This is an optimization exercise on Yosys and OpenROAD, whose aim is a short achievable clock period and few clock cycles, not a production implementation. At most, simulation tests tie the RTL to the original design; equivalence was not proved. Power and IR drop assume default switching activity.

// TinyMIPS
module TinyMIPS(
    input  wire        clk,
    input  wire        rst,
    input  wire [15:0] data_fromRAM,
    output wire        wrEn,
    output wire [7:0]  addr_toRAM,
    output wire [15:0] data_toRAM
);
    reg  [7:0]  pA;         
    reg  [7:0]  pAi;        
    reg         pWEi;
    reg         pWE;
    reg  [15:0] pDO;
    reg         pF;         
    reg         pH;         
    reg  [15:0] pSD;
    reg  [7:0]  pPC;        
    reg  [7:0]  pNX;        
    reg         pBP;        
    assign addr_toRAM = pA;
    assign wrEn       = pWE;
    assign data_toRAM = pDO;
    reg         rV, rBP;    
    reg         rF;         
    reg  [7:0]  rPC, rPC1, rNX;
    reg         LAbb;
    reg         dropP;      
    reg  [7:0]  LApc, LApc1;
    reg  [5:0]  LAimm;
    reg  [7:0]  fpc;        
    reg         hF;         
    reg         halted;
    reg         bv;         
    reg  [7:0]  bpc, btg;
    reg  [7:0]  cv;
    reg  [4:0]  ctag [0:7];
    reg  [15:0] cdat [0:7];
    localparam QW = 60;
    reg  [QW-1:0] Q [0:3];
    reg  [3:0]  qh, qt, qn;
    wire        q_ne  = qn[0];
    wire        q_ge2 = qn[1];
    wire        q_ge3 = qn[2];
    wire        q_full = qn[3];
    reg  [15:0] RF [0:7];
    reg         ev;
    reg         e_wr;       
    reg         e_long;     
    reg  [7:0]  e_av, e_lv;          
    reg         e_srl, e_ld, e_st, e_br, e_beq, e_halt;
    reg  [15:0] eX, eY;
    reg         fxa, fya;   
    reg         fxc, fyc;   
    reg         fxm, fym;   
    reg         fxu, fyu;   
    reg  [5:0]  e_imm;
    reg  [7:0]  e_pc, e_pc1, e_pc2;
    reg         e_ptk, e_rb;     
    reg  [7:0]  e_pn;            
    reg         e_bk;            
    reg  [7:0]  e_alt, e_alt1;   
    reg  [7:0]  e_aoh, e_a1oh;   
    reg         bV, b_tk, b_ptk, b_sane, b_bk;
    reg  [7:0]  b_alt;           
    reg  [7:0]  b_pc, b_tgt, b_pc1, b_tgt1, b_pc2;
    reg         b_h0, b_h1;      
  ...
Size in the first run: ~1200 flip-flops, roughly 43 I/O pins, roughly 0.065 mm² of cells after synthesis.
export LEC_CHECK = 0
export CAP_MARGIN = 20
export CORE_MARGIN = 2
export CORE_UTILIZATION = 50
export PLACE_DENSITY = 0.65
export SETUP_SLACK_MARGIN = 5
export SLEW_MARGIN = 20
export SYNTH_HIERARCHICAL = 1
create_clock -name core_clock -period 8.0 [get_ports {clk}]
standard.sh (not shown) runs the stock make flow with config.mk's settings and CLKGATE_MAP_FILE= SYNTH_SCRIPT=/design/flow/synth_recipe.tcl, a recipe that flattens the netlist after the stock synthesis.
==> flow/flow/run.sh <==
#!/bin/bash
# Standard layout, with the timing repair aiming at a larger setup margin.
bash standard.sh SETUP_SLACK_MARGIN=5.15 > standard_flow.log 2>&1
==> next run, changes <==
==> flow/flow/run.sh (replaced) <==
#!/bin/bash
# Standard layout, with the timing repair aiming at a larger setup margin.
bash standard.sh SETUP_SLACK_MARGIN=5.25 > standard_flow.log 2>&1
Global-route usage rises by 0.81 points. Total power rises by 5.1%. Clock power rises by 8.6%. Routed wire length rises by 3.7%. Core utilization rises by 1.8 points. Clock skew falls by 33 ps. Via count rises by 3.1%. Worst setup slack hardly moves. Area after synthesis is unchanged.
==> next run, changes <==
==> flow/flow/run.sh (replaced) <==
#!/bin/bash
# Standard layout, with the timing repair aiming at a larger setup margin.
bash standard.sh SETUP_SLACK_MARGIN=5.2 > standard_flow.log 2>&1
- CORE_UTILIZATION: 50 -> 58
- PLACE_DENSITY: 0.65 -> 0.72
The new run produced a clean layout.
First-iteration DRC count went up by 0.87%.
Worst setup slack loses 130 ps.
Final area went down by about 3.2%.
Via count went down by about 1.4%.
Clock power went down by about 7%.
Fmax went down by 4.2%.
No run of this note included a check of the RTL's function; only the layout flow was run.


TinyMIPS, a different RTL version from the one above (not shown whole).
For scale: ~6,100 cells after synthesis, ~1,100 flip-flops, about 43 I/O pins, roughly 0.063 mm² of cells after synthesis.
export LEC_CHECK = 0
export CAP_MARGIN = 20
export CORE_MARGIN = 2
export CORE_UTILIZATION = 50
export PLACE_DENSITY = 0.65
export SETUP_SLACK_MARGIN = 5
export SLEW_MARGIN = 20
export SYNTH_HIERARCHICAL = 1
create_clock -name core_clock -period 8.0 [get_ports {clk}]
==> flow/flow/run.sh <==
#!/bin/bash
# Standard layout, with the timing repair aiming at a larger setup margin.
bash standard.sh SETUP_SLACK_MARGIN=5.35 > standard_flow.log 2>&1
The starting point produced a clean layout.
Testbench counts at the start, summed over its fixed seeds: cycles 116,542.
Change:
==> flow/flow/run.sh (replaced) <==
#!/bin/bash
# Standard layout, with the timing repair aiming at a larger setup margin.
bash standard.sh SETUP_SLACK_MARGIN=5.25 > standard_flow.log 2>&1
Settings changed: CORE_UTILIZATION 50 to 58, PLACE_DENSITY 0.65 to 0.72.
=> Cell area came out lower by 2.0%. Count of clock-buffer cells in the layout is unchanged. Power is lower by 3.1%. Die area came out lower by 14%. Routed wire length decreases by 4.4%. Clock power fell by about 1%. Core utilization climbs by 8.3 points. Global-route usage climbs by 3.6 points. Clock skew rises by 0.012 ns.
Change:
Settings changed: CORE_UTILIZATION 58 to 50, PLACE_DENSITY 0.72 to 0.65.
The changed run completed without violations.
Worst hold slack gains 0.0042 ns.
Cell count increases by about 3.6%.
Count of clock-buffer cells in the layout increases by 13.
Global-route usage decreases by 4.3 points.
Final area increases by 1.6%.
Non-clock buffer count increases by 27.
Change:
==> flow/flow/run.sh (replaced) <==
#!/bin/bash
# Standard layout, with the timing repair aiming at a larger setup margin.
bash standard.sh SETUP_SLACK_MARGIN=5.3 > standard_flow.log 2>&1
Effect:
- die area does not change
- cell count rises slightly
- flip-flop and latch count does not change
- global-route usage rises by 1.3 points
- power went up by a few percent
- routed wire length is higher slightly
- non-clock buffer count grows by 40
- setup slack degrades by 0.040 ns
- sequential share of layout area is lower by 0.55 points

-- port drivers added, routing unchanged --
In the flow no input, the clock included, has a driving cell. The finished layouts below were timed again as built, in two steps. Step 1 (the two cells are an assumption about what drives the block):
set clk [get_ports {clk}]
set_driving_cell -lib_cell sky130_fd_sc_hd__clkbuf_16 $clk
set_driving_cell -lib_cell sky130_fd_sc_hd__buf_2 [delete_from_list [all_inputs] $clk]
Step 2, shift: input delay + t, output delay - t, t = (earliest + latest rising clock arrival at the registers) / 2. This alone moves slack from input paths to output paths. Slacks: ideal ports / drivers / drivers and shift; pairs: ideal ports / drivers.
| run | t, ns | setup slack, ns | worst setup path after step 2 | worst register clock-pin slew, ns |
|---|---|---|---|---|
| the first run of note 1 | 0.821 | 5.071 / 5.071 / 4.403 | input to register | 0.07 / 0.07 |
| the second run of note 1 | 0.861 | 5.070 / 4.996 / 4.462 | input to register | 0.07 / 0.07 |
| the third run of note 1 | 0.811 | 4.941 / 4.941 / 4.472 | input to register | 0.07 / 0.07 |
| the first run of note 2 | 0.828 | 5.055 / 5.055 / 4.460 | input to register | 0.08 / 0.08 |
| the second run of note 2 | 0.798 | 5.197 / 5.126 / 4.483 | input to register | 0.07 / 0.07 |
| the third run of note 2 | 0.831 | 5.124 / 5.042 / 4.439 | input to register | 0.07 / 0.07 |
| the fourth run of note 2 | 0.824 | 5.084 / 5.068 / 4.478 | input to register | 0.07 / 0.07 |
After both steps every run listed still meets setup and hold. For the second run of note 2, which loses most, drivers alone change the setup slack by -0.071 ns; drivers and shift together by -0.714 ns.
